What follows belongs to an exercise in optimizing a design on an open flow for small area; a production flow would make more cautious choices.
RTL that was checked went through simulation tests only; none was proved equivalent to the original.
Only the layout flow was run in run 5; the RTL was not checked for function there.
Power figures rest on the tool's default switching activity, not on a simulated workload.

==> design/flow/config.mk <==
export PLATFORM = sky130hd
export DESIGN_NAME = filters
export DESIGN_NICKNAME = filters
export VERILOG_FILES = /design/flow/design.v
export SDC_FILE = /design/flow/constraint.sdc
export NUM_CORES = 4
export LEC_CHECK = 0
export CAP_MARGIN = 20
export CORE_MARGIN = 2
export CORE_UTILIZATION = 45
export CTS_BUF_LIST = sky130_fd_sc_hd__clkbuf_8
export CTS_CLUSTER_DIAMETER = 60
export CTS_CLUSTER_SIZE = 20
export PLACE_DENSITY = 0.6
export SLEW_MARGIN = 20
==> design/flow/constraint.sdc <==
create_clock -name core_clock -period 12.0 [get_ports {CLK}]
set_input_delay 2.4000 -clock core_clock [delete_from_list [all_inputs] [get_ports {CLK}]]
set_output_delay 2.4000 -clock core_clock [all_outputs]
set_load 0.01 [all_outputs]
==> design/flow/design.v <==
module mkGreyscale(CLK,
		   RST_N,
		   rgb_in,
		   gry_out);
  input  CLK;
  input  RST_N;
  input  [23 : 0] rgb_in;
  output [7 : 0] gry_out;
  wire [7 : 0] gry_out;
  wire [8 : 0] _0_CONCAT_rgb_in_BITS_15_TO_8_PLUS_0_CONCAT_rgb_ETC__q1,
	       b51_PLUS_0_CONCAT_rgb_in_BITS_23_TO_16__q2,
	       b__h751;
  assign gry_out = b51_PLUS_0_CONCAT_rgb_in_BITS_23_TO_16__q2[8:1] ;
  assign _0_CONCAT_rgb_in_BITS_15_TO_8_PLUS_0_CONCAT_rgb_ETC__q1 =
	     { 1'd0, rgb_in[15:8] } + { 1'd0, rgb_in[7:0] } ;
  assign b51_PLUS_0_CONCAT_rgb_in_BITS_23_TO_16__q2 =
	     b__h751 + { 1'd0, rgb_in[23:16] } ;
  assign b__h751 =
	     { 1'd0,
	       _0_CONCAT_rgb_in_BITS_15_TO_8_PLUS_0_CONCAT_rgb_ETC__q1[8:1] } ;
endmodule   
module mkThreshold(CLK,
		   RST_N,
		   gry_in,
		   threshold,
		   bin_out);
  input  CLK;
  input  RST_N;
  input  [7 : 0] gry_in;
  input  [7 : 0] threshold;
  output bin_out;
  wire bin_out;
  assign bin_out = gry_in >= threshold ;
endmodule   
module mkBlur(CLK, RST_N, ready, seen, working, sh, sh_n, phase, bin_in, blur_out);
  input  CLK;
  input  RST_N;
  input  ready;
  input  seen;
  input  working;
  input  sh;
  input  sh_n;
  input  phase;
  input  bin_in;
  output [3 : 0] blur_out;
  reg [638 : 0] lastRow;
  reg [1 : 0]   lastPxl;
  wire row_bit = sh && seen && (lastRow[638] ^ phase);
  assign blur_out = working ? { row_bit, lastPxl, bin_in } :
                    ready   ? {4{bin_in}} : 4'd0;
  always @(posedge CLK)
  begin
    lastRow <= ~((lastRow | {639{sh}}) &
                 ({lastRow[637 : 0], bin_in ^ phase} | {639{sh_n}}));
    if (!RST_N)
      lastPxl <= 2'd0;
    else if (working)
      lastPxl <= { bin_in, lastPxl[1] };
  end
endmodule
module mkEdge(CLK, ready, seen, working, sh, sh_n, phase, vde, bin_in, bin_out);
  input  CLK;
  input  ready;
  input  seen;
  input  working;
  input  sh;
  input  sh_n;
  input  phase;
  input  vde;
  input  bin_in;
  output bin_out;
  reg [638 : 0] lastRow;
  wire row_bit = sh && seen && (lastRow[638] ^ phase);
  assign bin_out = ready && (working ? (vde && row_bit && !bin_in) : bin_in);
  always @(posedge CLK)
    lastRow <= ~((lastRow | {639{sh}}) &
                 ({lastRow[637 : 0], bin_in ^ phase} | {639{sh_n}}));
endmodule
module mkMix(CLK,
	     RST_N,
	     bin_in,
	     rgb_in,
	     rgb_out);
  input  CLK;
  input  RST_N;
  input  bin_in;
  input  [23 : 0] rgb_in;
  output [23 : 0] rgb_out;
  wire [23 : 0] rgb_out;
  wire [7 : 0] blue__wget, green__wget, red__wget;
  assign rgb_out = { red__wget, green__wget, blue__wget } ;
  assign red__wget = bin_in ? 8'd255 : { 2'd0, rgb_in[23:18] } ;
  assign green__wget = bin_in ? 8'd255 : { 2'd0, rgb_in[15:10] } ;
  assign blue__wget = bin_in ? 8'd255 : { 2'd0, rgb_in[7:2] } ;
endmodule   
module filters
(
	CLK,
	RST,
	HSync,
	VDE,
	Display,
	RGBin,
	Threshold,
	ProcessOut,
	DisplayOut
);
input         CLK;
input         RST;
input         HSync;
input         VDE;
input  [ 5:0] Display;
input  [23:0] RGBin;
input  [ 7:0] Threshold;
output        ProcessOut;
output [23:0] DisplayOut;
	wire [ 7:0] greyOut;
	wire        thresh1Out;
	wire [ 3:0] blur4;
	wire [ 7:0] blurOut = {2{blur4}};
	wire        thresh2Out = &blur4;
	wire        edgeOut;
	wire [23:0] mixOut;
	reg hSyncLast, hSyncLast2, hClk;
	always @(posedge CLK)
	begin
		hSyncLast  <= VDE;
		hSyncLast2 <= hSyncLast;
		hClk       <= hSyncLast && !hSyncLast2;
	end
	reg        ready, seen, working, sh, sh_n, phase;
	reg  [9:0] x;
	wire       inc       = VDE && !hClk && ready && x != 10'd961;
	wire [9:0] x_next    = inc ? x + 10'd1 : (hClk && ready) ? 10'd0 : x;
	wire       work_next = (x == 10'd960) ? 1'b0 : (x == 10'd320) ? 1'b1 : working;
	wire       sh_next   = work_next && x_next != 10'd960;
	always @(posedge CLK)
	begin
		if (!RST) begin
			ready   <= 1'b0;
			seen    <= 1'b0;
			working <= 1'b0;
			sh      <= 1'b0;
			sh_n    <= 1'b1;
			phase   <= 1'b0;
			x       <= 10'd0;
		end else begin
			if (hClk) ready <= 1'b1;
			if (hClk && ready) seen <= 1'b1;
			working <= work_next;
			sh      <= sh_next;
			sh_n    <= !sh_next;
			phase   <= !phase;
			x       <= x_next;
		end
	end
	assign ProcessOut = Display[5] ? edgeOut    :
	                    Display[4] ? edgeOut    :
	                    Display[3] ? thresh2Out :
	                    Display[2] ? blurOut[7] :
	                    Display[1] ? thresh1Out :
	                                 greyOut[7] ;
	assign DisplayOut = Display[5] ?     mixOut       :
	                    Display[4] ? {24{edgeOut}}    :
	                    Display[3] ? {24{thresh2Out}} :
	                    Display[2] ? { 3{blurOut}}    :
	                    Display[1] ? {24{thresh1Out}} :
	                    Display[0] ? { 3{greyOut}}    :
	                                     RGBin        ;
	mkGreyscale Greyscale (
		.rgb_in     (RGBin),
		.gry_out    (greyOut)
	);
	mkThreshold Threshold1 (
		.threshold  (Threshold),
		.gry_in     (greyOut),
		.bin_out    (thresh1Out)
	);
	mkBlur Blur (
		.CLK        (CLK),
		.RST_N      (RST),
		.ready      (ready),
		.seen       (seen),
		.working    (working),
		.sh         (sh),
		.sh_n       (sh_n),
		.phase      (phase),
		.bin_in     (thresh1Out),
		.blur_out   (blur4)
	);
	mkEdge Edge (
		.CLK        (CLK),
		.ready      (ready),
		.seen       (seen),
		.working    (working),
		.sh         (sh),
		.sh_n       (sh_n),
		.phase      (phase),
		.vde        (VDE),
		.bin_in     (thresh2Out),
		.bin_out    (edgeOut)
	);
	mkMix Mix (
		.bin_in     (edgeOut),
		.rgb_in     (RGBin),
		.rgb_out    (mixOut)
	);
endmodule
==> design/flow/run.sh <==
#!/bin/bash
# synth_recipe.tcl (not shown) runs the flow's synth.tcl, then flattens the netlist and writes it again
# the make line also repeats each setting of config.mk as NAME=value (left out here)
make -C /OpenROAD-flow-scripts/flow DESIGN_CONFIG=/design/flow/config.mk WORK_HOME=/design/flow/orfs CLKGATE_MAP_FILE= SYNTH_SCRIPT=/design/flow/synth_recipe.tcl finish
==> metrics.md, run 1 <==
| Metric | Value |
|---|---|
| Clk slew on worst S/H paths | `0.11 ns` |
| Worst-path cell chain | `clkdlybuf4s50_1, ha_1, nor2b_1, o21ai_0, nand2b_1, a21o_1, a21oi_1, xnor2_1, ha_1, nand2_1, o21ba_2, or3_1, and2_1, ha_1, a21oi_1, o21ai_0, a21oi_2, a21oi_1, o21ai_0, o221ai_1, clkdlybuf4s50_1` |
| Tcrit/Tclk final | `89.55%` |
| Worst-path fanout max | `16` |
| Syn_nets | `3,308` |
| Placed Cells | `4,084` |
| Dpl cell area | `38,580 µm²` |
| Final net count | `3,174` |
| Crit start category | `primary input` |
| Most common cell after layout, fill and taps aside | `dfxtp_1` |
| Clock tree buffer depth | `3` |
| Final setup fails | `0` |
| Worst EP arrival | `8.35 ns` |
| Peak supply drop | `0.1200 mV` |
| Hold Crit Class | `flip-flop to flip-flop` |
| Gr usage total | `13.80%` |
| Asr flop ratio synth | `0%` |
| Layout cells sized above 1 | `5.114%` |
| Post-synthesis compound-gate area fraction | `24.32%` |
| CP peak stage delay | `0.75 ns` |
| Clock power share | `18.2%` |
| Post-synthesis xor/xnor area fraction | `0.3264%` |
| Grt ovf | `0` |
| Post-DRT Antenna Nets | `0` |
| Leak | `14.75 nW` |
| Layout Utilization | `49.02%` |
| Status | `complete, no violations` |
| Combinational fraction of design power | `16.8%` |
| Pint | `0.008728 W` |
| DR WL/cell | `14.24 µm` |
| Tmin final | `10.75 ns` |
| Post-synthesis simple-gate area fraction | `1.579%` |
| Die X | `293.0 µm` |
| Die area | `85,820 µm²` |
| Clock Skews | `0.05985 ns` |
| Main combinational cell family by area after synthesis | `compound AO/OA/AOI/OAI gates` |
| Actual slew at the worst max-slew pin | `1.121 ns` |
| Initial Util | `45.61%` |
| Clock Tree Root | `clkbuf_8` |
| MaxCap Viol Count | `0` |
| Vias | `23,380` |
| Fmax | `93.06 MHz` |
| Clock latency (worst-skew pair) | `0.72 ns` |
| Post-synthesis mux area share | `0.1599%` |
| Crit path buffers/inverters | `2` |
| Top_reg_cell synth | `dfxtp_1` |
| First-pass GRT wire length | `104,300 µm` |
| Port Buf Inserts | `65` |
| DR DRC count | `0` |
| Setup Buffers After CTS | `0` |
| Post-synthesis adder-cell area fraction | `1.006%` |
| DRT Wirelength | `60,080 µm` |
| Post-cts resize count | `0` |
| Sw frac | `27.45%` |
| Vias in the first global route | `22,240` |
| Setup crit end kind | `output port` |
| Fin area | `40,380 µm²` |
| Max-slew violation count | `0` |
| Clk sinks | `1,299` |
| Setup_tns | `0 ns` |
| Yosys reg bits | `1,299` |
| CP delay by family, top | `compound AO/OA/AOI/OAI gates` |
| Worst endpoint required time | `9.60 ns` |
| CTS tree | `done` |
| Syn Std Cell Area | `37,570 µm²` |
| Synth warnings | `3` |
| RSZ-0062 raised after global routing | `no` |
| Final hold violation count | `0` |
| PD cells | `298.0 nW/µm²` |
| Sequential area share after synthesis | `69.22%` |
| Ratio of routed vias to standard cells | `5.540` |
| Routability cong. | `0.8278` |
| Number of flops mapped to enable cells by yosys | `0` |
| Most frequent cells in the layout | `dfxtp_1, o22ai_1, clkbuf_8, clkdlybuf4s50_1, nand2_1` |
| # IOs | `67` |
| Seq pwr share | `65.0%` |
| Number of library cell types mapped by synthesis | `64` |
| Post-Layout Cell Count | `4,220` |
| Slew margin rel. | `25.25%` |
| Largest net degree at the start of global routing | `297` |
| Cell row count | `105` |
| Critical-path top delay cell | `o21ai_0` |
| Die Y | `293.0 µm` |
| Initial antenna violation count | `1` |
| Syn_area_per_cell | `11.61 µm²` |
| Hpwl dp | `34,150 µm` |
| Sw Pwr | `0.003303 W` |
| Inserted Clock Buffers | `84` |
| Hold Buf Count CTS | `0` |
| Core area | `82,370 µm²` |
| H-tree depth | `3` |
| DRT iter0 DRCs | `1,322` |
| Critical path type | `primary input to output port` |
| Area Growth Syn to Fin | `7.466%` |
| Pre-Repair DR Iteration Count | `5` |
| Gate Count Post-Synth | `3,237` |
[routing by layer]
layer	vias up	GRT usage, %	share of wire, %
met3	95	2.315	2.7
met4	0	4.115	2.1
met5	-	0	0
met1	10890	19.26	52
li1	12230	-	-
met2	161	22.01	43
[through the flow]
stage / worst slack, ns / total power (W) / hold WS [ns]
3_5_place_dp: 1.221 / 0.009961 / 0.3302
3_3_place_gp: 1.214 / 0.009753 / 0.3281
4_1_cts: 1.212 / 0.01219 / 0.3543
2_1_floorplan: 3.407 / 0.009357 / 0.3235
6_report: 1.254 / 0.01203 / 0.3514
5_1_grt: 0.7909 / 0.01288 / 0.3591
[state kept, by name, summed over array words and instances (netlist names)]
register	cells
Blur.lastPxl	2
Blur.lastRow	639
Edge.lastRow	639
hClk	1
hSyncLast	1
hSyncLast2	1
phase	1
ready	1
seen	1
sh	1
sh_n	1
working	1
x	10
[power by group through the flow]
stage	clock [W]	sequential [W]	combinational, W
finish	0.00219	0.00782	0.00203
global route	0.00245	0.00814	0.00229
CTS	0.00230	0.00784	0.00204
detailed placement	0	0.00792	0.00204
global placement	0	0.00784	0.00191
floorplan	0	0.00761	0.00175
[cell families (layout without fill, tap and decap cells)]
| kind of cell | Yosys count | after routing |
|---|---|---|
| buf+inv | 333 | 244 |
| flops | 1299 | 1299 |
| simple gates | 115 | 115 |
| xor+xnor | 14 | 14 |
| other cells | 0 | 2 |
| mux | 6 | 6 |
| compound gates | 1441 | 1441 |
| fa+ha+maj | 29 | 29 |
[path summary, 6_finish.rpt]
check	startpoint	end	slack (ns)	cells past startpoint
worst min-delay path	hSyncLast	hSyncLast2	0.35	0
worst min register to register	hSyncLast	hSyncLast2	0.35	0
worst max register to register	sh	Blur.lastRow[258]	7.88	5
worst max-delay path	RGBin[10]	DisplayOut[13]	1.25	21
[area by class of cell]
class / instances / area [µm²]
fillers: 7181 / 42000
flip-flops and latches: 1299 / 26010
multi-input cells: 1605 / 10290
well taps: 1070 / 1339
clock buffers: 89 / 1225
repair buffers: 85 / 907.1
clock inverters: 42 / 491.7
inverters: 28 / 105.1
diodes: 2 / 5.005
[worst register-to-register path, cell delays in order, from the launching register on]
cell     delay, ns
dfxtp_4       0.94
buf_12        0.85
buf_12        0.99
buf_4         0.72
buf_12        0.32
o22ai_1       0.16
[Yosys cell counts, types with 2 or more instances]
library cell	count	area [µm²]
a21o_1	11	82.58
nor3_1	8	40.04
and3_1	2	12.51
o22ai_1	1278	7995
buf_1	35	131.4
fa_1	2	40.04
o21a_1	13	97.59
clkbuf_1	261	979.7
o31ai_1	5	37.54
buf_4	3	22.52
o221ai_1	3	26.28
a31oi_1	5	31.28
a22oi_1	7	52.55
o21ai_0	33	165.2
buf_2	5	25.02
nand2_1	36	135.1
o21bai_1	2	15.01
xor2_1	4	35.03
and4b_1	2	20.02
and2_1	8	50.05
xnor2_1	10	87.58
o311ai_0	2	17.52
o211ai_1	12	90.09
a211oi_1	8	60.06
nand3_1	7	35.03
a311oi_1	3	26.28
o211a_1	2	20.02
inv_1	28	105.1
nand4_1	4	25.02
a31o_2	3	26.28
or3_1	6	37.54
nor4_1	2	12.51
a221o_1	6	60.06
a21oi_2	3	26.28
and4_1	2	17.52
a21boi_0	4	30.03
nor2_1	19	71.32
ha_1	27	337.8
dfxtp_1	1299	26000
mux2i_1	6	60.06
a21oi_1	31	155.2
nor2b_1	4	25.02
nand2b_1	5	31.28
==> run 2, diff against run 1 <==
--- a/design/flow/config.mk
+++ b/design/flow/config.mk
@@ -8,8 +8,5 @@
 export CAP_MARGIN = 20
 export CORE_MARGIN = 2
 export CORE_UTILIZATION = 45
-export CTS_BUF_LIST = sky130_fd_sc_hd__clkbuf_8
-export CTS_CLUSTER_DIAMETER = 60
-export CTS_CLUSTER_SIZE = 20
 export PLACE_DENSITY = 0.6
 export SLEW_MARGIN = 20
==> run 2 against run 1 <==
- routed wire length up 1.6%
- die area stayed put
- first-iteration DRC count up 3.6%
- synthesized area is the same
- count of clock-buffer cells in the layout is 89 higher
- sequential cell count stayed put
- non-clock buffer count is 1 lower
- critical path type unchanged
- critical endpoint is now DisplayOut[5]
- largest power group unchanged
==> metrics.md, run 2 <==
| Metric | Value |
|---|---|
| Status | `complete, no violations (unchanged)` |
| CP peak stage delay | `0.70 ns (was 0.75 ns)` |
| Dpl cell area | `38,580 µm² (unchanged)` |
| Cell row count | `105 (unchanged)` |
| Multi-input logic area | `10,290 µm² (unchanged)` |
| RSZ-0062 raised after global routing | `no (unchanged)` |
| Number of library cell types mapped by synthesis | `64 (unchanged)` |
| Inserted Clock Buffers | `118 (was 84)` |
| Clock tree buffer depth | `3 (unchanged)` |
| Setup crit end kind | `output port (unchanged)` |
| Die area | `85,820 µm² (unchanged)` |
| Largest net degree at the start of global routing | `297 (unchanged)` |
| Fmax | `93.28 MHz (was 93.06 MHz)` |
| # IOs | `67 (unchanged)` |
| Critical path type | `primary input to output port (unchanged)` |
| DRT Wirelength | `61,030 µm (was 60,080 µm)` |
| Layout cells sized above 1 | `6.984% (was 5.114%)` |
| Hold Buf Count CTS | `0 (unchanged)` |
| FILL cells | `7,004 (was 7,181)` |
| Critical-path top delay cell | `o21ai_0 (unchanged)` |
| Routability cong. | `0.8278 (unchanged)` |
| Tcrit/Tclk final | `89.34% (was 89.55%)` |
| Actual slew at the worst max-slew pin | `1.097 ns (was 1.121 ns)` |
| Clk sinks | `1,299 (unchanged)` |
| Gr usage total | `14.07% (was 13.80%)` |
| Wire length on met3 | `1718 µm (was 1623 µm)` |
| Flop2flop setup slack | `7.87 ns (was 7.88 ns)` |
| DRT met1 WL | `31,330 µm (was 31,320 µm)` |
| Yosys reg bits | `1,299 (unchanged)` |
| Sequential area share after synthesis | `69.22% (unchanged)` |
| Hold Slack | `0.3426 ns (was 0.3514 ns)` |
| Count leader, synth | `dfxtp_1 (unchanged)` |
| Worst endpoint required time | `9.60 ns (about the same)` |
| Vias in the first global route | `22,650 (was 22,240)` |
| Leak | `15.83 nW (was 14.75 nW)` |
| DR WL/cell | `14.17 µm (was 14.24 µm)` |
| Fin area | `42,670 µm² (was 40,380 µm²)` |
| Clock Tree Root | `clkbuf_16 (was clkbuf_8)` |
| Syn_area_per_cell | `11.61 µm² (unchanged)` |
| Pre-Repair DR Iteration Count | `5 (unchanged)` |
| Post-DRT Antenna Nets | `0 (unchanged)` |
| Most frequent cells in the layout | `dfxtp_1, o22ai_1, clkbuf_16, clkdlybuf4s50_1, nand2_1 (was dfxtp_1, o22ai_1, clkbuf_8, clkdlybuf4s50_1, nand2_1)` |
| Area Growth Syn to Fin | `13.56% (was 7.466%)` |
| Worst-path fanout max | `16 (unchanged)` |
| Post-cts resize count | `0 (unchanged)` |
| Final net count | `3,207 (was 3,174)` |
| Setup Buffers After CTS | `0 (unchanged)` |
| Worst hold path depth | `0 (unchanged)` |
| Max-slew violation count | `0 (unchanged)` |
| MaxCap Viol Count | `0 (unchanged)` |
| R2R cell count | `4 (was 5)` |
| Gate Count Post-Synth | `3,237 (unchanged)` |
| Worst hold start | `hSyncLast (unchanged)` |
| Syn Std Cell Area | `37,570 µm² (unchanged)` |
| Worst EP arrival | `8.32 ns (was 8.35 ns)` |
| DR DRC count | `0 (unchanged)` |
| Final setup margin | `1.280 ns (was 1.254 ns)` |
| Grt ovf | `0 (unchanged)` |
| Origin of the critical flop-to-flop path | `sh_n (was sh)` |
| Met2 wire length | `26,470 µm (was 25,890 µm)` |
| Synth cell count leaders | `dfxtp_1, o22ai_1, clkbuf_1 (unchanged)` |
| Final setup fails | `0 (unchanged)` |
| First-pass GRT wire length | `105,900 µm (was 104,300 µm)` |
| Synth warnings | `3 (unchanged)` |
| Worst-path cell chain | `clkdlybuf4s50_1, ha_1, nor2b_1, o21ai_0, nand2b_1, a21o_1, a21oi_1, xnor2_1, ha_1, nand2_1, o21ba_2, or3_1, and2_1, ha_1, a21oi_1, o21ai_0, a21oi_2, a21oi_1, o21ai_0, o221ai_1, clkdlybuf4s50_1 (unchanged)` |
| Vias | `23,640 (was 23,380)` |
| Top_reg_cell synth | `dfxtp_1 (unchanged)` |
| CTS tree | `done (unchanged)` |
| Final hold violation count | `0 (unchanged)` |
| DRT iter0 DRCs | `1,370 (was 1,322)` |
| Total Power | `0.01362 W (was 0.01203 W)` |
| Die Y | `293.0 µm (unchanged)` |
| Most common cell after layout, fill and taps aside | `dfxtp_1 (unchanged)` |
| Uppermost layer routed | `met4 (unchanged)` |
| Die X | `293.0 µm (unchanged)` |
| Syn_nets | `3,308 (unchanged)` |
| Number of flops mapped to enable cells by yosys | `0 (unchanged)` |
| ANT cells | `0 (was 2)` |
| Clock Skews | `0.02685 ns (was 0.05985 ns)` |
| Largest registers | `Blur.lastRow (639), Edge.lastRow (639), x (10) (unchanged)` |
| Synth top area cells | `dfxtp_1, o22ai_1, clkbuf_1 (unchanged)` |
| Initial Util | `45.61% (unchanged)` |
| H-tree depth | `3 (unchanged)` |
| Core area | `82,370 µm² (unchanged)` |
| Clock latency (worst-skew pair) | `0.67 ns (was 0.72 ns)` |
| Peak supply drop | `0.1566 mV (was 0.1200 mV)` |
| PD cells | `319.2 nW/µm² (was 298.0 nW/µm²)` |
| Port Buf Inserts | `65 (unchanged)` |
| Cell taking the most area after synthesis | `dfxtp_1 (unchanged)` |
| Reg2Reg Capture Point | `Edge.lastRow[269] (was Blur.lastRow[258])` |
| Setup WS pre-CTS | `1.221 ns (unchanged)` |
| Ratio of routed vias to standard cells | `5.490 (was 5.540)` |
| Initial antenna violation count | `0 (was 1)` |
| FF/Latch Area | `26,010 µm² (unchanged)` |
| Setup_tns | `0 ns (unchanged)` |
| Post-synth top area share | `69.22% (unchanged)` |
| Hold endpoint | `hSyncLast2 (unchanged)` |
| Crit start category | `primary input (unchanged)` |
| Tmin final | `10.72 ns (was 10.75 ns)` |
| Hold Crit Class | `flip-flop to flip-flop (unchanged)` |
| Clk slew on worst S/H paths | `0.06 ns (was 0.11 ns)` |
| Slew margin rel. | `26.87% (was 25.25%)` |
| Hpwl dp | `34,150 µm (unchanged)` |
| Asr flop ratio synth | `0% (unchanged)` |
## run 2: per-stage QoR
step,utilization (%),instances
floorplan,-,3237
global placement,46.83,4084
detailed placement,46.83,4084
CTS,51.72,4304
global route,51.80,4306
finish,51.80,4306
## run 2: cell type report
class | instances | share of cell area [%]
timing repair buffer | 84 | 2.088
inverter | 28 | 0.2463
clock inverter | 42 | 1.264
sequential | 1299 | 60.97
tap | 1070 | 3.138
multi-input combinational | 1605 | 24.12
clock buffer | 178 | 8.176
## run 2: worst max path at each step
stage,endpoint,cells past startpoint,start,slack (ns)
after floorplan,DisplayOut[15],20,RGBin[2],3.41
after global placement,DisplayOut[13],21,RGBin[10],1.21
after detailed placement,DisplayOut[13],21,RGBin[10],1.22
after CTS,DisplayOut[13],21,RGBin[10],1.21
after global routing,DisplayOut[13],21,RGBin[2],0.79
final,DisplayOut[5],21,RGBin[10],1.28
## run 2: layer usage
layer,vias up,track usage (%)
li1,12380,-
met3,108,2.572
met5,-,0
met2,188,22.49
met4,0,4.753
met1,10970,19.22
## run 2: worst max-delay path, delay by kind of cell
family | cells | cell delay (ns)
xor+xnor | 1 | 0.21
fa+ha+maj | 3 | 0.90
compound gates | 10 | 2.82
simple gates | 5 | 0.85
buf+inv | 2 | 1.12
## run 2: cell families (layout without fill, tap and decap cells)
logic type | Yosys count | in the layout | share of synthesized area (%)
adders and majority gates | 29 | 29 | 1.006
buffers and inverters | 333 | 332 | 3.393
and+or+nand+nor | 115 | 115 | 1.579
muxes | 6 | 6 | 0.1599
AOI/OAI and AO/OA | 1441 | 1441 | 24.32
xor gates and xnor gates | 14 | 14 | 0.3263
DFF | 1299 | 1299 | 69.22
## run 2: power by group
group / internal (W) / leakage (nW) / switching [W]
combinational: 0.00122 / 2.90 / 0.000804
sequential: 0.00667 / 11.0 / 0.00117
clock: 0.00221 / 1.97 / 0.00154
==> run 3, diff against run 2 <==
--- a/design/flow/config.mk
+++ b/design/flow/config.mk
@@ -8,5 +8,8 @@
 export CAP_MARGIN = 20
 export CORE_MARGIN = 2
 export CORE_UTILIZATION = 45
+export CTS_BUF_LIST = sky130_fd_sc_hd__clkbuf_16
+export CTS_CLUSTER_DIAMETER = 80
+export CTS_CLUSTER_SIZE = 30
 export PLACE_DENSITY = 0.6
 export SLEW_MARGIN = 20
==> run 3 against run 2 <==
- sequential cell count is the same
- count of clock-buffer cells in the layout shrank 125
- clock skew grew 0.0081 ns
- still clean
- critical path depth is the same
- largest power group unchanged
- die area is the same
- utilization shrank 3.0 points
- global-route usage shrank 0.55 points
- final cell count shrank 3.6%
- total power shrank 12%
- clock power shrank 44%
- non-clock buffer count grew 1
- register-to-register slack is essentially flat
==> metrics.md, run 3 <==
| Metric | Value |
|---|---|
| RSZ-0062 raised after global routing | `no (unchanged)` |
| Met1 usage | `18.76% (was 19.22%)` |
| CTS tree | `done (unchanged)` |
| Flop2flop setup slack | `7.87 ns (about the same)` |
| Setup Buffers After CTS | `0 (unchanged)` |
| Gr usage total | `13.52% (was 14.07%)` |
| Largest net degree at the start of global routing | `297 (unchanged)` |
| Vias in the first global route | `21,980 (was 22,650)` |
| Post-cts resize count | `0 (unchanged)` |
| Final setup fails | `0 (unchanged)` |
| MaxCap Viol Count | `0 (unchanged)` |
| Hold Buf Count CTS | `0 (unchanged)` |
| Critical path type | `primary input to output port (unchanged)` |
| Hold Crit Class | `flip-flop to flip-flop (unchanged)` |
| Synth warnings | `3 (unchanged)` |
| Vias | `23,160 (was 23,640)` |
| Critical-path top delay cell | `o21ai_0 (unchanged)` |
| Clk sinks | `1,299 (unchanged)` |
| Post-DRT Antenna Nets | `0 (unchanged)` |
| Syn_area_per_cell | `11.61 µm² (unchanged)` |
| DRT iter0 DRCs | `1,356 (was 1,370)` |
| DR WL/cell | `14.26 µm (was 14.17 µm)` |
| Most frequent cells in the layout | `dfxtp_1, o22ai_1, clkdlybuf4s50_1, clkbuf_16, nand2_1 (was dfxtp_1, o22ai_1, clkbuf_16, clkdlybuf4s50_1, nand2_1)` |
| Clock latency (worst-skew pair) | `0.64 ns (was 0.67 ns)` |
| Tcrit/Tclk final | `89.73% (was 89.34%)` |
| Worst endpoint required time | `9.60 ns (about the same)` |
| Post-synth top area share | `69.22% (unchanged)` |
| Initial antenna violation count | `0 (unchanged)` |
| Clock Tree Root | `clkbuf_16 (unchanged)` |
| Leak | `14.60 nW (was 15.83 nW)` |
| Hold endpoint | `hSyncLast2 (unchanged)` |
| Setup_tns | `0 ns (unchanged)` |
| Inserted Clock Buffers | `51 (was 118)` |
| Most common cell after layout, fill and taps aside | `dfxtp_1 (unchanged)` |
| Cell taking the most area after synthesis | `dfxtp_1 (unchanged)` |
| First-pass GRT wire length | `102,800 µm (was 105,900 µm)` |
| Final net count | `3,141 (was 3,207)` |
| Number of library cell types mapped by synthesis | `64 (unchanged)` |
| Reg2Reg Capture Point | `Blur.lastRow[256] (was Edge.lastRow[269])` |
| Final hold violation count | `0 (unchanged)` |
| Hpwl dp | `34,150 µm (unchanged)` |
| Actual slew at the worst max-slew pin | `1.084 ns (was 1.097 ns)` |
| Syn_nets | `3,308 (unchanged)` |
| Max-slew violation count | `0 (unchanged)` |
| Grt met3 use | `1.989% (was 2.572%)` |
| PD cells | `297.1 nW/µm² (was 319.2 nW/µm²)` |
| Top_reg_cell synth | `dfxtp_1 (unchanged)` |
| Crit start category | `primary input (unchanged)` |
| Number of flops mapped to enable cells by yosys | `0 (unchanged)` |
| # IOs | `67 (unchanged)` |
| Peak supply drop | `0.1438 mV (was 0.1566 mV)` |
| Worst hold start | `hSyncLast (unchanged)` |
| Clock tree buffer depth | `3 (unchanged)` |
| Core area | `82,370 µm² (unchanged)` |
| Die area | `85,820 µm² (unchanged)` |
| Grt ovf | `0 (unchanged)` |
| DR DRC count | `0 (unchanged)` |
| Met2 usage | `22.36% (was 22.49%)` |
| Origin of the critical flop-to-flop path | `sh_n (unchanged)` |
| Clk slew on worst S/H paths | `0.10 ns (was 0.06 ns)` |
| Synth cell count leaders | `dfxtp_1, o22ai_1, clkbuf_1 (unchanged)` |
| Hold Slack | `0.3503 ns (was 0.3426 ns)` |
| Ratio of routed vias to standard cells | `5.579 (was 5.490)` |
| Yosys reg bits | `1,299 (unchanged)` |
| Crit path buffers/inverters | `2 (unchanged)` |
| CP peak stage delay | `0.76 ns (was 0.70 ns)` |
| H-tree depth | `2 (was 3)` |
| Tmin final | `10.77 ns (was 10.72 ns)` |
| Gr busiest metal | `met2 (unchanged)` |
| Syn Std Cell Area | `37,570 µm² (unchanged)` |
| Status | `complete, no violations (unchanged)` |
| Area Growth Syn to Fin | `6.947% (was 13.56%)` |
| Slew margin rel. | `27.73% (was 26.87%)` |
| Initial Util | `45.61% (unchanged)` |
| Die X | `293.0 µm (unchanged)` |
| Worst EP arrival | `8.37 ns (was 8.32 ns)` |
| Count leader, synth | `dfxtp_1 (unchanged)` |
| Gate Count Post-Synth | `3,237 (unchanged)` |
| R2R cell count | `4 (unchanged)` |
| Synth top area cells | `dfxtp_1, o22ai_1, clkbuf_1 (unchanged)` |
| Fmax | `92.87 MHz (was 93.28 MHz)` |
| Routability cong. | `0.8278 (unchanged)` |
| Worst hold path depth | `0 (unchanged)` |
| Sequential area share after synthesis | `69.22% (unchanged)` |
| Die Y | `293.0 µm (unchanged)` |
| Asr flop ratio synth | `0% (unchanged)` |
| Cell row count | `105 (unchanged)` |
| Setup crit end kind | `output port (unchanged)` |
| DRT Wirelength | `59,200 µm (was 61,030 µm)` |
| Layout cells sized above 1 | `3.149% (was 6.984%)` |
| Worst-path cell chain | `clkdlybuf4s50_1, ha_1, nor2b_1, o21ai_0, nand2b_1, a21o_1, a21oi_1, xnor2_1, ha_1, nand2_1, o21ba_2, or3_1, and2_1, ha_1, a21oi_1, o21ai_0, a21oi_2, a21oi_1, o21ai_0, o221ai_1, clkdlybuf4s50_1 (unchanged)` |
| Port Buf Inserts | `65 (unchanged)` |
| Largest registers | `Blur.lastRow (639), Edge.lastRow (639), x (10) (unchanged)` |
| Worst-path fanout max | `16 (unchanged)` |
| CP delay by family, top | `compound AO/OA/AOI/OAI gates (unchanged)` |
| FILL cells | `7,163 (was 7,004)` |
| Pre-Repair DR Iteration Count | `5 (unchanged)` |
| Clock Skews | `0.03492 ns (was 0.02685 ns)` |
[run 3: worst max-delay path by stage]
stage	startpoint	end	slack, ns	cells past startpoint
2_1_floorplan	RGBin[2]	DisplayOut[15]	3.41	20
3_3_place_gp	RGBin[10]	DisplayOut[13]	1.21	21
3_5_place_dp	RGBin[10]	DisplayOut[13]	1.22	21
4_1_cts	RGBin[10]	DisplayOut[13]	1.21	21
5_1_grt	RGBin[2]	DisplayOut[13]	0.79	21
6_report	RGBin[10]	DisplayOut[13]	1.23	21
[run 3: kinds of logic after synthesis]
| logic type | share of synthesized area (%) |
|---|---|
| AOI/OAI and AO/OA | 24.32 |
| DFF | 69.22 |
| buffers and inverters | 3.393 |
| and+or+nand+nor | 1.579 |
| adders and majority gates | 1.006 |
| xor gates and xnor gates | 0.3263 |
| muxes | 0.1599 |
[run 3: layout make-up]
class | instances | area [µm²] | share of cell area [%]
Sequential cell | 1299 | 26010 | 64.74
Multi-Input combinational cell | 1605 | 10290 | 25.61
Tap cell | 1070 | 1339 | 3.332
Clock buffer | 53 | 1326 | 3.301
Timing Repair Buffer | 85 | 907.1 | 2.258
Clock inverter | 10 | 197.7 | 0.4920
Inverter | 28 | 105.1 | 0.2616
Antenna cell | 1 | 2.502 | 0.006228
[run 3: through the flow]
step | power [W] | instances | area (µm²) | util (%) | setup slack [ns]
final | 0.01194 | 4151 | 40180 | 48.78 | 1.232
after global placement | 0.009753 | 4084 | 38580 | 46.83 | 1.214
after detailed placement | 0.009961 | 4084 | 38580 | 46.83 | 1.221
after floorplan | 0.009357 | 3237 | 37570 | - | 3.407
after global routing | 0.01277 | 4150 | 40180 | 48.78 | 0.7909
after CTS | 0.01208 | 4147 | 40100 | 48.68 | 1.212
[run 3: layer usage]
metal / up-vias / wire length (µm)
met5: - / 0
met4: 0 / 955
met3: 59 / 1491
met2: 130 / 25720
met1: 10830 / 31030
li1: 12140 / -
[run 3: power breakdown]
part,switching (W),internal (W)
Clock,0.00123,0.000861
Combinational,0.000803,0.00122
Sequential,0.00117,0.00665
Total,0.00320,0.00873
==> run 4, diff against run 3 <==
--- a/design/flow/config.mk
+++ b/design/flow/config.mk
@@ -7,9 +7,9 @@
 export LEC_CHECK = 0
 export CAP_MARGIN = 20
 export CORE_MARGIN = 2
-export CORE_UTILIZATION = 45
+export CORE_UTILIZATION = 70
 export CTS_BUF_LIST = sky130_fd_sc_hd__clkbuf_16
 export CTS_CLUSTER_DIAMETER = 80
 export CTS_CLUSTER_SIZE = 30
-export PLACE_DENSITY = 0.6
+export PLACE_DENSITY = 0.8
 export SLEW_MARGIN = 20
==> run 4 against run 3 <==
- still clean
- non-clock buffer count down 2
- routed wire length up 4.4%
- clock skew up 0.0030 ns
- sequential share of layout area up 1.0 points
- critical endpoint unchanged
- largest cell class unchanged
==> metrics.md, run 4 <==
| Metric | Value |
|---|---|
| Sequential area share after synthesis | `69.22% (unchanged)` |
| Final setup fails | `0 (unchanged)` |
| Syn Std Cell Area | `37,570 µm² (unchanged)` |
| Yosys reg bits | `1,299 (unchanged)` |
| H-tree depth | `2 (unchanged)` |
| Most common cell after layout, fill and taps aside | `dfxtp_1 (unchanged)` |
| Layout Utilization | `74.97% (was 48.78%)` |
| Ratio of routed vias to standard cells | `6.243 (was 5.579)` |
| Gate Count Post-Synth | `3,237 (unchanged)` |
| Post-cts resize count | `0 (unchanged)` |
| ANT cells | `0 (was 1)` |
| Inserted Clock Buffers | `50 (was 51)` |
| Reg2Reg Capture Point | `Blur.lastRow[566] (was Blur.lastRow[256])` |
| Fin area | `39,550 µm² (was 40,180 µm²)` |
| Origin of the critical flop-to-flop path | `sh (was sh_n)` |
| Die area | `55,540 µm² (was 85,820 µm²)` |
| Hold Crit Class | `flip-flop to flip-flop (unchanged)` |
| FILL cells | `3,354 (was 7,163)` |
| Fmax | `92.17 MHz (was 92.87 MHz)` |
| Post-synth top area share | `69.22% (unchanged)` |
| Asr flop ratio synth | `0% (unchanged)` |
| Worst endpoint required time | `9.60 ns (about the same)` |
| Syn_area_per_cell | `11.61 µm² (unchanged)` |
| Tmin final | `10.85 ns (was 10.77 ns)` |
| First-pass GRT wire length | `104,000 µm (was 102,800 µm)` |
| Crit start category | `primary input (unchanged)` |
| DR WL/cell | `16.43 µm (was 14.26 µm)` |
| Clock Skews | `0.03796 ns (was 0.03492 ns)` |
| Most frequent cells in the layout | `dfxtp_1, o22ai_1, clkdlybuf4s50_1, clkbuf_16, nand2_1 (unchanged)` |
| Cell row count | `84 (was 105)` |
| Largest net degree at the start of global routing | `305 (was 297)` |
| Final net count | `3,138 (was 3,141)` |
| Peak supply drop | `0.2207 mV (was 0.1438 mV)` |
| Final hold violation count | `0 (unchanged)` |
| Synth cell count leaders | `dfxtp_1, o22ai_1, clkbuf_1 (unchanged)` |
| Setup crit end kind | `output port (unchanged)` |
| Clk slew on worst S/H paths | `0.09 ns (was 0.10 ns)` |
| Layout cells sized above 1 | `2.930% (was 3.149%)` |
| Pre-Repair DR Iteration Count | `5 (unchanged)` |
| Hold endpoint | `hSyncLast2 (unchanged)` |
| Setup_tns | `0 ns (unchanged)` |
| Worst EP arrival | `8.45 ns (was 8.37 ns)` |
| Setup Buffers After CTS | `0 (unchanged)` |
| R2R cell count | `5 (was 4)` |
| Number of library cell types mapped by synthesis | `64 (unchanged)` |
| Status | `complete, no violations (unchanged)` |
| Critical path type | `primary input to output port (unchanged)` |
| Count leader, synth | `dfxtp_1 (unchanged)` |
| Cell taking the most area after synthesis | `dfxtp_1 (unchanged)` |
| RSZ-0062 raised after global routing | `no (unchanged)` |
| Routability cong. | `0.8658 (was 0.8278)` |
| Clock tree buffer depth | `3 (unchanged)` |
| Worst hold path depth | `0 (unchanged)` |
| Clock latency (worst-skew pair) | `0.64 ns (about the same)` |
| Initial Util | `71.21% (was 45.61%)` |
| Gr usage total | `21.56% (was 13.52%)` |
| Vias in the first global route | `21,500 (was 21,980)` |
| Hold Buf Count CTS | `0 (unchanged)` |
| Post-DRT Antenna Nets | `0 (unchanged)` |
| Area Growth Syn to Fin | `5.275% (was 6.947%)` |
| Synth top area cells | `dfxtp_1, o22ai_1, clkbuf_1 (unchanged)` |
| DRT Wirelength | `61,790 µm (was 59,200 µm)` |
| Syn_nets | `3,308 (unchanged)` |
| Clk sinks | `1,299 (unchanged)` |
| DR DRC count | `0 (unchanged)` |
| Initial antenna violation count | `0 (unchanged)` |
| DRT iter0 DRCs | `1,448 (was 1,356)` |
| CTS tree | `done (unchanged)` |
| Number of flops mapped to enable cells by yosys | `0 (unchanged)` |
| Leak | `14.54 nW (was 14.60 nW)` |
| Clock Tree Root | `clkbuf_16 (unchanged)` |
| Flop2flop setup slack | `8.02 ns (was 7.87 ns)` |
| Tcrit/Tclk final | `90.41% (was 89.73%)` |
| Largest registers | `Blur.lastRow (639), Edge.lastRow (639), x (10) (unchanged)` |
| Vias | `23,470 (was 23,160)` |
| Core area | `52,760 µm² (was 82,370 µm²)` |
| Die Y | `235.7 µm (was 293.0 µm)` |
| MaxCap Viol Count | `0 (unchanged)` |
| Synth warnings | `3 (unchanged)` |
| Max-slew violation count | `0 (unchanged)` |
| Worst-path fanout max | `16 (unchanged)` |
| # IOs | `67 (unchanged)` |
| Grt ovf | `0 (unchanged)` |
| PD cells | `302.2 nW/µm² (was 297.1 nW/µm²)` |
| Worst hold start | `hSyncLast (unchanged)` |
| Dpl cell area | `38,090 µm² (was 38,580 µm²)` |
| Top_reg_cell synth | `dfxtp_1 (unchanged)` |
| Slew margin rel. | `26.13% (was 27.73%)` |
| Hpwl dp | `35,840 µm (was 34,150 µm)` |
| Actual slew at the worst max-slew pin | `1.108 ns (was 1.084 ns)` |
| Die X | `235.7 µm (was 293.0 µm)` |
| Port Buf Inserts | `65 (unchanged)` |
## run 4: cell counts after synthesis
No cell type changed its count.
## run 4: metal layers
metal  vias to the layer above  GRT usage (%)  routed length (µm)
met5                         -              0                   0
met4                         0          5.501                1167
met3                        80          2.603                1503
met2                       202          34.28               28330
met1                     11070          31.60               30790
li1                      12120              -                   -
## run 4: cells by family (layout without fill, tap and decap cells)
logic type,Yosys count,after routing,share of synthesized area (%)
xor gates and xnor gates,14,14,0.3263
and+or+nand+nor,115,115,1.579
AOI/OAI and AO/OA,1441,1441,24.32
muxes,6,6,0.1599
DFF,1299,1299,69.22
buffers and inverters,333,168,3.393
adders and majority gates,29,29,1.006
## run 4: critical path, stage by stage
cell	delay, ns
clkdlybuf4s50_1	0.62
ha_1	0.32
nor2b_1	0.14
o21ai_0	0.15
nand2b_1	0.11
a21o_1	0.19
a21oi_1	0.23
xnor2_1	0.18
ha_1	0.29
nand2_1	0.08
o21ba_2	0.18
or3_1	0.36
and2_1	0.18
ha_1	0.30
a21oi_1	0.17
o21ai_0	0.15
a21oi_2	0.58
a21oi_1	0.14
o21ai_0	0.76
o221ai_1	0.33
clkdlybuf4s50_1	0.57
## run 4: power breakdown
| part | switching (W) | internal, W |
|---|---|---|
| registers | 0.00123 | 0.00665 |
| logic | 0.000848 | 0.00122 |
| clock network | 0.00120 | 0.000795 |
| total | 0.00328 | 0.00867 |
## run 4: worst max-delay path by stage
stage | slack (ns) | endpoint | cells after the start | from
after floorplan | 3.41 | DisplayOut[15] | 20 | RGBin[2]
after global placement | 1.31 | DisplayOut[23] | 21 | RGBin[2]
after detailed placement | 1.22 | DisplayOut[13] | 21 | RGBin[2]
after CTS | 1.22 | DisplayOut[13] | 21 | RGBin[10]
after global routing | 0.82 | DisplayOut[13] | 21 | RGBin[10]
final | 1.15 | DisplayOut[13] | 21 | RGBin[10]
## run 4: per-stage QoR
step	worst slack (ns)	instances	total power [W]	hold WS (ns)
finish	1.150	3760	0.01195	0.3583
global route	0.8181	3760	0.01267	0.3762
CTS	1.216	3758	0.01201	0.3647
detailed placement	1.225	3701	0.01001	0.3489
global placement	1.313	3701	0.009735	0.3296
floorplan	3.407	3237	0.009357	0.3235
## run 4: final cells by class
class | instances | area (µm²) | area share (%)
sequential | 1299 | 26010 | 65.77
multi-input combinational | 1605 | 10290 | 26.02
clock buffer | 52 | 1301 | 3.290
timing repair buffer | 83 | 890.9 | 2.252
tap | 688 | 860.8 | 2.176
inverter | 28 | 105.1 | 0.2657
clock inverter | 5 | 91.34 | 0.2309
==> run 5, diff against run 4 <==
--- a/design/flow/design.v
+++ b/design/flow/design.v
@@ -128,12 +128,19 @@
 		hSyncLast2 <= hSyncLast;
 		hClk       <= hSyncLast && !hSyncLast2;
 	end
+	localparam [9:0] X0   = 10'b0000000001;
+	localparam [9:0] X320 = 10'b1001100000;
+	localparam [9:0] X959 = 10'b0000111000;
+	localparam [9:0] X960 = 10'b0001110000;
+	localparam [9:0] X961 = 10'b0011100001;
 	reg        ready, seen, working, sh, sh_n, phase;
 	reg  [9:0] x;
-	wire       inc       = VDE && !hClk && ready && x != 10'd961;
-	wire [9:0] x_next    = inc ? x + 10'd1 : (hClk && ready) ? 10'd0 : x;
-	wire       work_next = (x == 10'd960) ? 1'b0 : (x == 10'd320) ? 1'b1 : working;
-	wire       sh_next   = work_next && x_next != 10'd960;
+	wire       at320  = x == X320;
+	wire       at959  = x == X959;
+	wire       at960  = x == X960;
+	wire       inc    = VDE && !hClk && ready && x != X961;
+	wire [9:0] x_next = inc ? {x[8:0], x[9] ^ x[6]} : (hClk && ready) ? X0 : x;
+	wire       sh_next = at320 || (sh && !(at959 && inc));
 	always @(posedge CLK)
 	begin
 		if (!RST) begin
@@ -143,30 +150,29 @@
 			sh      <= 1'b0;
 			sh_n    <= 1'b1;
 			phase   <= 1'b0;
-			x       <= 10'd0;
+			x       <= X0;
 		end else begin
 			if (hClk) ready <= 1'b1;
 			if (hClk && ready) seen <= 1'b1;
-			working <= work_next;
+			if (at960) working <= 1'b0;
+			else if (at320) working <= 1'b1;
 			sh      <= sh_next;
 			sh_n    <= !sh_next;
 			phase   <= !phase;
 			x       <= x_next;
 		end
 	end
-	assign ProcessOut = Display[5] ? edgeOut    :
-	                    Display[4] ? edgeOut    :
-	                    Display[3] ? thresh2Out :
-	                    Display[2] ? blurOut[7] :
-	                    Display[1] ? thresh1Out :
-	                                 greyOut[7] ;
-	assign DisplayOut = Display[5] ?     mixOut       :
-	                    Display[4] ? {24{edgeOut}}    :
-	                    Display[3] ? {24{thresh2Out}} :
-	                    Display[2] ? { 3{blurOut}}    :
-	                    Display[1] ? {24{thresh1Out}} :
-	                    Display[0] ? { 3{greyOut}}    :
-	                                     RGBin        ;
+	wire s54   = Display[5] | Display[4];
+	wire s3    = !s54 && Display[3];
+	wire s2    = !s54 && !Display[3] && Display[2];
+	wire s1    = !s54 && !Display[3] && !Display[2] && Display[1];
+	wire s0    = !s54 && !Display[3] && !Display[2] && !Display[1] && Display[0];
+	wire snone = !s54 && !Display[3] && !Display[2] && !Display[1] && !Display[0];
+	wire       common = (s54 && edgeOut) || (s3 && thresh2Out) || (s1 && thresh1Out);
+	wire [7:0] chan   = {8{common}} | ({8{s2}} & blurOut) | ({8{s0}} & greyOut);
+	assign ProcessOut = chan[7] || (snone && greyOut[7]);
+	assign DisplayOut = {3{chan}} | ({24{snone}} & RGBin) |
+	                    ({24{Display[5]}} & {2'b00, RGBin[23:18], 2'b00, RGBin[15:10], 2'b00, RGBin[7:2]});
 	mkGreyscale Greyscale (
 		.rgb_in     (RGBin),
 		.gry_out    (greyOut)
==> run 5 against run 4 <==
- still clean on timing, DRC and antenna
- clock power shrank 4%
- routed wire length shrank 8.7%
- sequential power decreased by 45%
- die area shrank 1.9%
- utilization fell by 0.93 points
- critical path type unchanged
- clock skew is 0.0099 ns lower
- via count fell by 4.1%
==> metrics.md, run 5 <==
| Metric | Value |
|---|---|
| Yosys reg bits | `1,299 (unchanged)` |
| Dpl cell area | `37,420 µm² (was 38,090 µm²)` |
| Worst EP arrival | `7.91 ns (was 8.45 ns)` |
| Grt ovf | `0 (unchanged)` |
| Clock Tree Root | `clkbuf_16 (unchanged)` |
| Layout cells sized above 1 | `2.736% (was 2.930%)` |
| Area Growth Syn to Fin | `5.179% (was 5.275%)` |
| Synth top area cells | `dfxtp_1, o22ai_1, clkbuf_1 (unchanged)` |
| Setup Buffers After CTS | `0 (unchanged)` |
| Number of flops mapped to enable cells by yosys | `0 (unchanged)` |
| # IOs | `67 (unchanged)` |
| Post-synthesis simple-gate area fraction | `1.192% (was 1.579%)` |
| DR DRC count | `0 (unchanged)` |
| Final net count | `3,024 (was 3,138)` |
| Hold Crit Class | `flip-flop to flip-flop (unchanged)` |
| First-pass GRT wire length | `95,310 µm (was 104,000 µm)` |
| Top_reg_cell synth | `dfxtp_1 (unchanged)` |
| Setup crit end kind | `output port (unchanged)` |
| Most used cell, CP | `inv_1` |
| DR WL/cell | `15.46 µm (was 16.43 µm)` |
| Die area | `54,480 µm² (was 55,540 µm²)` |
| Leak | `14.31 nW (was 14.54 nW)` |
| Pre-Repair DR Iteration Count | `5 (unchanged)` |
| Synth cell count leaders | `dfxtp_1, o22ai_1, clkbuf_1 (unchanged)` |
| Clock tree buffer depth | `3 (unchanged)` |
| Cell taking the most area after synthesis | `dfxtp_1 (unchanged)` |
| Tcrit/Tclk final | `85.89% (was 90.41%)` |
| CTS tree | `done (unchanged)` |
| ANT cells | `0 (unchanged)` |
| Critical-path top delay cell | `clkdlybuf4s50_1 (was o21ai_0)` |
| Max-slew violation count | `0 (unchanged)` |
| Initial antenna violation count | `0 (unchanged)` |
| Hpwl dp | `32,070 µm (was 35,840 µm)` |
| Actual slew at the worst max-slew pin | `1.140 ns (was 1.108 ns)` |
| Worst-path cell chain | `clkdlybuf4s50_1, inv_1, fa_1, inv_1, a21oi_1, o21bai_1, a21o_1, a21oi_1, xnor2_1, ha_1, a2111o_1, o21ai_0, inv_1, ha_1, and3_1, nand2_1, or4_1, and2_1, o221ai_1, a221o_1, clkdlybuf4s50_1 (was clkdlybuf4s50_1, ha_1, nor2b_1, o21ai_0, nand2b_1, a21o_1, a21oi_1, xnor2_1, ha_1, nand2_1, o21ba_2, or3_1, and2_1, ha_1, a21oi_1, o21ai_0, a21oi_2, a21oi_1, o21ai_0, o221ai_1, clkdlybuf4s50_1)` |
| Post-cts resize count | `0 (unchanged)` |
| CP peak stage delay | `0.53 ns (was 0.76 ns)` |
| Crit path buffers/inverters | `5 (was 2)` |
| Post-synthesis compound-gate area fraction | `23.68% (was 24.32%)` |
| Routability cong. | `0.8643 (was 0.8658)` |
| FILL cells | `3,554 (was 3,354)` |
| Port Buf Inserts | `65 (unchanged)` |
| Setup_tns | `0 ns (unchanged)` |
| Die X | `233.4 µm (was 235.7 µm)` |
| Peak supply drop | `0.1583 mV (was 0.2207 mV)` |
| Clock Skews | `0.02803 ns (was 0.03796 ns)` |
| Largest registers | `Blur.lastRow (639), Edge.lastRow (639), x (10) (unchanged)` |
| Post-synth top area share | `70.58% (was 69.22%)` |
| Synth warnings | `3 (unchanged)` |
| Clock latency (worst-skew pair) | `0.63 ns (was 0.64 ns)` |
| Tmin final | `10.31 ns (was 10.85 ns)` |
| Worst-path fanout max | `4 (was 16)` |
| CP delay by family, top | `compound AO/OA/AOI/OAI gates (unchanged)` |
| Slew margin rel. | `24.01% (was 26.13%)` |
| Critical path type | `primary input to output port (unchanged)` |
| Total Power | `0.006419 W (was 0.01195 W)` |
| Number of library cell types mapped by synthesis | `56 (was 64)` |
| Clk sinks | `1,299 (unchanged)` |
| Vias | `22,500 (was 23,470)` |
| Hold Slack | `0.3489 ns (was 0.3583 ns)` |
| H-tree depth | `2 (unchanged)` |
| Gr usage total | `20.09% (was 21.56%)` |
| Main combinational cell family by area after synthesis | `compound AO/OA/AOI/OAI gates (unchanged)` |
| Post-synthesis xor/xnor area fraction | `0.4041% (was 0.3264%)` |
| Post-synthesis mux area share | `0% (was 0.1599%)` |
| DRT Wirelength | `56,420 µm (was 61,790 µm)` |
| Count leader, synth | `dfxtp_1 (unchanged)` |
| PD cells | `165.6 nW/µm² (was 302.2 nW/µm²)` |
| FF/Latch Area | `26,010 µm² (unchanged)` |
| Final hold violation count | `0 (unchanged)` |
| Most frequent cells in the layout | `dfxtp_1, o22ai_1, clkdlybuf4s50_1, clkbuf_16 (was dfxtp_1, o22ai_1, clkdlybuf4s50_1, clkbuf_16, nand2_1)` |
| RSZ-0062 raised after global routing | `no (unchanged)` |
| Ratio of routed vias to standard cells | `6.169 (was 6.243)` |
| MaxCap Viol Count | `0 (unchanged)` |
| Asr flop ratio synth | `0% (unchanged)` |
| Post-synthesis adder-cell area fraction | `0.9237% (was 1.006%)` |
| Hold Buf Count CTS | `0 (unchanged)` |
| Die Y | `233.4 µm (was 235.7 µm)` |
| Status | `complete, no violations (unchanged)` |
| Fin area | `38,750 µm² (was 39,550 µm²)` |
| Cell row count | `84 (unchanged)` |
| Final setup fails | `0 (unchanged)` |
| DRT iter0 DRCs | `1,266 (was 1,448)` |
| Most common cell after layout, fill and taps aside | `dfxtp_1 (unchanged)` |
| Worst endpoint required time | `9.60 ns (about the same)` |
| Syn_nets | `3,181 (was 3,308)` |
| Crit start category | `primary input (unchanged)` |
| Largest net degree at the start of global routing | `283 (was 305)` |
| Vias in the first global route | `21,220 (was 21,500)` |
| Initial Util | `70.39% (was 71.21%)` |
| Core area | `52,340 µm² (was 52,760 µm²)` |
| Post-DRT Antenna Nets | `0 (unchanged)` |
| Fmax | `97.02 MHz (was 92.17 MHz)` |
| Sequential area share after synthesis | `70.58% (was 69.22%)` |
| Gate Count Post-Synth | `3,113 (was 3,237)` |
| Syn_area_per_cell | `11.84 µm² (was 11.61 µm²)` |
| Multi-input logic area | `9654 µm² (was 10,290 µm²)` |
| Syn Std Cell Area | `36,840 µm² (was 37,570 µm²)` |
| Inserted Clock Buffers | `49 (was 50)` |
| Clk slew on worst S/H paths | `0.10 ns (was 0.09 ns)` |
run 5: cell count changes after synthesis, sizes merged, moves of 7 or more:
| cell | previous run | this run |
|---|---|---|
| and2 | 9 | 2 |
| o211ai | 12 | 0 |
| a221o | 6 | 15 |
| o21a | 14 | 4 |
| nand2 | 36 | 24 |
| nor2b | 4 | 11 |
| o21ai | 35 | 13 |
| a21o | 11 | 3 |
| inv | 28 | 21 |
| a21oi | 34 | 15 |
run 5: power breakdown:
part           internal, W  switching (W)
sequential         0.00431     0.00000173
combinational    0.0000946      0.0000960
clock             0.000746        0.00117
total              0.00515        0.00127
run 5: area by class of cell:
class	count	area share (%)
Clock buffer	49	3.164
Multi-Input combinational cell	1500	24.91
Clock inverter	6	0.1292
Timing Repair Buffer	85	2.241
Tap cell	688	2.221
Inverter	21	0.2034
Sequential cell	1299	67.13
run 5: per-stage QoR:
stage	instances	util (%)	worst slack, ns
2_1_floorplan	3113	-	3.420
4_1_cts	3647	73.94	1.631
6_report	3648	74.04	1.693
5_1_grt	3648	74.04	1.279
3_5_place_dp	3592	71.50	1.636
3_3_place_gp	3592	71.50	1.707
run 5: per-layer routing:
layer,vias up,share of wire [%],GRT usage [%],wire length [µm]
met4,0,1.6,5.182,921
met5,-,0,0,0
li1,11670,-,-,-
met1,10560,50,26.76,28100
met3,61,2.9,2.466,1614
met2,212,46,34.90,25780
run 5: worst paths after layout:
kind                   from                end  slack (ns)  cells past startpoint
hold / removal    hSyncLast         hSyncLast2        0.35                      0
setup / recovery   RGBin[1]     DisplayOut[16]        1.69                     21
setup reg to reg         sh  Blur.lastRow[311]        7.98                      4
hold reg to reg   hSyncLast         hSyncLast2        0.35                      0
run 5: cells by family after synthesis:
kind of cell	count (synthesis)
xor gates and xnor gates	17
AOI/OAI and AO/OA	1372
and+or+nand+nor	85
DFF	1299
buffers and inverters	314
adders and majority gates	26
==> run 6, diff against run 5 <==
--- a/design/flow/design.v
+++ b/design/flow/design.v
@@ -1,37 +1,41 @@
-module mkGreyscale(CLK,
-		   RST_N,
-		   rgb_in,
-		   gry_out);
-  input  CLK;
-  input  RST_N;
+module mkGreyscale(rgb_in, gry_out);
   input  [23 : 0] rgb_in;
   output [7 : 0] gry_out;
-  wire [7 : 0] gry_out;
-  wire [8 : 0] _0_CONCAT_rgb_in_BITS_15_TO_8_PLUS_0_CONCAT_rgb_ETC__q1,
-	       b51_PLUS_0_CONCAT_rgb_in_BITS_23_TO_16__q2,
-	       b__h751;
-  assign gry_out = b51_PLUS_0_CONCAT_rgb_in_BITS_23_TO_16__q2[8:1] ;
-  assign _0_CONCAT_rgb_in_BITS_15_TO_8_PLUS_0_CONCAT_rgb_ETC__q1 =
-	     { 1'd0, rgb_in[15:8] } + { 1'd0, rgb_in[7:0] } ;
-  assign b51_PLUS_0_CONCAT_rgb_in_BITS_23_TO_16__q2 =
-	     b__h751 + { 1'd0, rgb_in[23:16] } ;
-  assign b__h751 =
-	     { 1'd0,
-	       _0_CONCAT_rgb_in_BITS_15_TO_8_PLUS_0_CONCAT_rgb_ETC__q1[8:1] } ;
-endmodule   
-module mkThreshold(CLK,
-		   RST_N,
-		   gry_in,
-		   threshold,
-		   bin_out);
-  input  CLK;
-  input  RST_N;
+  wire [7 : 0] r = rgb_in[23:16], g = rgb_in[15:8], b = rgb_in[7:0];
+  wire [8 : 0] c1, c2;
+  wire [7 : 0] s1, s2;
+  assign c1[1] = g[0] & b[0];
+  genvar i;
+  generate
+    for (i = 1; i < 8; i = i + 1) begin : add1
+      assign s1[i]   = g[i] ^ b[i] ^ c1[i];
+      assign c1[i+1] = (g[i] & b[i]) | (c1[i] & (g[i] ^ b[i]));
+    end
+  endgenerate
+  wire [7 : 0] h = {c1[8], s1[7:1]};
+  assign c2[1] = h[0] & r[0];
+  generate
+    for (i = 1; i < 8; i = i + 1) begin : add2
+      assign s2[i]   = h[i] ^ r[i] ^ c2[i];
+      assign c2[i+1] = (h[i] & r[i]) | (c2[i] & (h[i] ^ r[i]));
+    end
+  endgenerate
+  assign gry_out = {c2[8], s2[7:1]};
+endmodule
+module mkThreshold(gry_in, threshold, bin_out);
   input  [7 : 0] gry_in;
   input  [7 : 0] threshold;
   output bin_out;
-  wire bin_out;
-  assign bin_out = gry_in >= threshold ;
-endmodule   
+  wire [8 : 0] c;
+  assign c[0] = 1'b1;
+  genvar i;
+  generate
+    for (i = 0; i < 8; i = i + 1) begin : cmp
+      assign c[i+1] = (gry_in[i] & ~threshold[i]) | (c[i] & (gry_in[i] | ~threshold[i]));
+    end
+  endgenerate
+  assign bin_out = c[8];
+endmodule
 module mkBlur(CLK, RST_N, ready, seen, working, sh, sh_n, phase, bin_in, blur_out);
   input  CLK;
   input  RST_N;
--- a/design/flow/config.mk
+++ b/design/flow/config.mk
@@ -5,6 +5,7 @@
 export SDC_FILE = /design/flow/constraint.sdc
 export NUM_CORES = 4
 export LEC_CHECK = 0
+export ABC_AREA = 1
 export CAP_MARGIN = 20
 export CORE_MARGIN = 2
 export CORE_UTILIZATION = 70
==> run 6 against run 5 <==
- total power down 0.71%
- non-clock buffer count fell by 1
- synthesized area shrank 0.75%
- still clean on timing, DRC and antenna
- hold slack gained 0.024 ns
- utilization grew 0.71 points
- register-to-register slack lost 0.11 ns
- critical path depth grew 3
- combinational power shrank about 40%
- critical path type unchanged
- global-route usage is 0.12 points lower
- worst setup slack got worse by 1.1 ns
- count of clock-buffer cells in the layout grew 2
==> metrics.md, run 6 <==
| Metric | Value |
|---|---|
| Status | `complete, no violations (unchanged)` |
| Number of library cell types mapped by synthesis | `30 (was 56)` |
| CP peak stage delay | `0.55 ns (was 0.53 ns)` |
| Hold Buf Count CTS | `0 (unchanged)` |
| Worst endpoint required time | `9.60 ns (about the same)` |
| Most common cell after layout, fill and taps aside | `dfxtp_1 (unchanged)` |
| Initial Util | `70.99% (was 70.39%)` |
| Clock latency (worst-skew pair) | `0.63 ns (about the same)` |
| H-tree depth | `2 (unchanged)` |
| RSZ-0062 raised after global routing | `no (unchanged)` |
| Worst-path fanout max | `25 (was 4)` |
| Synth warnings | `3 (unchanged)` |
| Top_reg_cell synth | `dfxtp_1 (unchanged)` |
| Crit start category | `primary input (unchanged)` |
| Ratio of routed vias to standard cells | `6.140 (was 6.169)` |
| Origin of the critical flop-to-flop path | `sh_n (was sh)` |
| Vias in the first global route | `21,220 (about the same)` |
| Combinational fraction of design power | `1.8% (was 3.0%)` |
| Core area | `51,510 µm² (was 52,340 µm²)` |
| Syn_nets | `3,181 (unchanged)` |
| PD cells | `165.5 nW/µm² (was 165.6 nW/µm²)` |
| Cell row count | `83 (was 84)` |
| Final net count | `3,024 (unchanged)` |
| Pre-Repair DR Iteration Count | `4 (was 5)` |
| Number of flops mapped to enable cells by yosys | `0 (unchanged)` |
| Syn_area_per_cell | `11.70 µm² (was 11.84 µm²)` |
| Asr flop ratio synth | `0% (unchanged)` |
| Die X | `232.6 µm (was 233.4 µm)` |
| Clock power share | `30.6% (was 29.9%)` |
| Flop2flop setup slack | `7.87 ns (was 7.98 ns)` |
| Tcrit/Tclk final | `95.08% (was 85.89%)` |
| Syn Std Cell Area | `36,570 µm² (was 36,840 µm²)` |
| Worst hold start | `hSyncLast (unchanged)` |
| Worst EP arrival | `9.01 ns (was 7.91 ns)` |
| Cell taking the most area after synthesis | `dfxtp_1 (unchanged)` |
| Total Power | `0.006373 W (was 0.006419 W)` |
| MaxCap Viol Count | `0 (unchanged)` |
| Setup crit end kind | `output port (unchanged)` |
| Peak supply drop | `0.1223 mV (was 0.1583 mV)` |
| Synth cell count leaders | `dfxtp_1, o22ai_1, clkbuf_1 (unchanged)` |
| Critical path type | `primary input to output port (unchanged)` |
| Most used cell, CP | `fa_1 (was inv_1)` |
| Inserted Clock Buffers | `49 (unchanged)` |
| Fmax | `87.65 MHz (was 97.02 MHz)` |
| Grt ovf | `0 (unchanged)` |
| Largest registers | `Blur.lastRow (639), Edge.lastRow (639), x (10) (unchanged)` |
| Sw frac | `19.41% (was 19.77%)` |
| Gr usage total | `19.97% (was 20.09%)` |
| Sw Pwr | `0.001237 W (was 0.001269 W)` |
| Post-DRT Antenna Nets | `0 (unchanged)` |
| DRT Wirelength | `55,510 µm (was 56,420 µm)` |
| Clock Skews | `0.04085 ns (was 0.02803 ns)` |
| Die Y | `232.6 µm (was 233.4 µm)` |
| Most frequent cells in the layout | `dfxtp_1, o22ai_1, nand2_1, clkdlybuf4s50_1, inv_1 (was dfxtp_1, o22ai_1, clkdlybuf4s50_1, clkbuf_16)` |
| Max-slew violation count | `0 (unchanged)` |
| Yosys reg bits | `1,299 (unchanged)` |
| Largest net degree at the start of global routing | `288 (was 283)` |
| Clk sinks | `1,299 (unchanged)` |
| Post-synth top area share | `71.12% (was 70.58%)` |
| Clk slew on worst S/H paths | `0.11 ns (was 0.10 ns)` |
| Vias | `22,430 (was 22,500)` |
| ANT cells | `0 (unchanged)` |
| Setup crit start | `RGBin[1] (unchanged)` |
| Final setup fails | `0 (unchanged)` |
| Die area | `54,080 µm² (was 54,480 µm²)` |
| CTS tree | `done (unchanged)` |
| Critical-path top delay cell | `clkdlybuf4s50_1 (unchanged)` |
| Layout cells sized above 1 | `2.926% (was 2.736%)` |
| First-pass GRT wire length | `94,860 µm (was 95,310 µm)` |
| Layout Utilization | `74.75% (was 74.04%)` |
| Hold Crit Class | `flip-flop to flip-flop (unchanged)` |
| Port Buf Inserts | `65 (unchanged)` |
| Hpwl dp | `31,510 µm (was 32,070 µm)` |
| Synth top area cells | `dfxtp_1, o22ai_1, clkbuf_1 (unchanged)` |
| Setup Buffers After CTS | `0 (unchanged)` |
| Slew margin rel. | `19.60% (was 24.01%)` |
| DR WL/cell | `15.20 µm (was 15.46 µm)` |
| Clock Tree Root | `clkbuf_16 (unchanged)` |
| Clock tree buffer depth | `3 (unchanged)` |
| # IOs | `67 (unchanged)` |
| Area Growth Syn to Fin | `5.297% (was 5.179%)` |
| Pint | `0.005136 W (was 0.005150 W)` |
| Final hold violation count | `0 (unchanged)` |
| Worst-path cell chain | `clkdlybuf4s50_1, inv_1, fa_1, fa_1, fa_1, fa_1, fa_1, fa_1, fa_1, fa_1, fa_1, inv_1, o21ai_0, inv_1, nand2_2, nand2_2, nand4_2, o21ai_2, nand2_2, nand2_2, nand2_2, a21oi_4, nand4_1, clkdlybuf4s50_1 (was clkdlybuf4s50_1, inv_1, fa_1, inv_1, a21oi_1, o21bai_1, a21o_1, a21oi_1, xnor2_1, ha_1, a2111o_1, o21ai_0, inv_1, ha_1, and3_1, nand2_1, or4_1, and2_1, o221ai_1, a221o_1, clkdlybuf4s50_1)` |
| Tmin final | `11.41 ns (was 10.31 ns)` |
| Actual slew at the worst max-slew pin | `1.206 ns (was 1.140 ns)` |
| Gate Count Post-Synth | `3,125 (was 3,113)` |
| Setup_tns | `0 ns (unchanged)` |
| Sequential area share after synthesis | `71.12% (was 70.58%)` |
| DR DRC count | `0 (unchanged)` |
| DRT iter0 DRCs | `1,255 (was 1,266)` |
| Seq pwr share | `67.6% (was 67.2%)` |
| Leak | `14.31 nW (about the same)` |
| Routability cong. | `0.9172 (was 0.8643)` |
| Hold Slack | `0.3732 ns (was 0.3489 ns)` |
| Post-cts resize count | `0 (unchanged)` |
| Initial antenna violation count | `0 (unchanged)` |
| Count leader, synth | `dfxtp_1 (unchanged)` |
-- run 6: cell families (layout without fill, tap and decap cells) --
family / count (synthesis) / in the layout / share of synthesized area (%)
adders and majority gates: 14 / 14 / 0.7665
buffers and inverters: 349 / 197 / 3.624
AOI/OAI and AO/OA: 1324 / 1324 / 22.72
and+or+nand+nor: 136 / 136 / 1.697
xor gates and xnor gates: 3 / 3 / 0.07187
DFF: 1299 / 1299 / 71.12
-- run 6: power groups by stage --
stage	registers, W	logic (W)	clock network, W
floorplan	0.00441	0.0000693	0
detailed placement	0.00441	0.000113	0
global route	0.00431	0.000129	0.00215
finish	0.00431	0.000114	0.00195
CTS	0.00431	0.000114	0.00200
global placement	0.00441	0.000110	0
-- run 6: worst paths after layout --
path,to,cells past startpoint
hold reg to reg,hSyncLast2,0
setup reg to reg,Blur.lastRow[158],5
setup / recovery,DisplayOut[14],24
hold / removal,hSyncLast2,0
-- run 6: critical path: cells and delay by family --
kind	cells	cell delay [ns]
simple gates	7	0.72
buf+inv	5	1.32
compound gates	3	0.67
fa+ha+maj	9	3.89
-- run 6: stage by stage --
stage	std cells	worst slack, ns	cell area (µm²)
3_3_place_gp	3596	0.6599	37140
4_1_cts	3652	0.5540	38460
3_5_place_dp	3596	0.5601	37140
5_1_grt	3653	0.1211	38500
2_1_floorplan	3125	2.162	36570
6_report	3653	0.5909	38500
-- run 6: area by class of cell --
type,instances,area (µm²)
flip-flops and latches,1299,26010
multi-input cells,1477,9235
fillers,3344,13010
clock inverters,5,43.79
inverters,57,214.0
well taps,680,850.8
clock buffers,51,1276
repair buffers,84,869.6
-- run 6: layer usage --
metal / GRT usage (%) / vias up / wire length [µm]
met5: 0 / - / 0
met4: 5.115 / 0 / 935
met3: 2.463 / 73 / 1576
met2: 35.10 / 224 / 25950
met1: 26.25 / 10460 / 27050
li1: - / 11670 / -

Setup slack of run 6, layout unchanged: 0.591 ns with ideal ports, 0.564 ns with driving cells assumed (clock clkbuf_16, inputs buf_2), 0.564 ns with port delays also shifted by the 0.675 ns mid clock arrival.
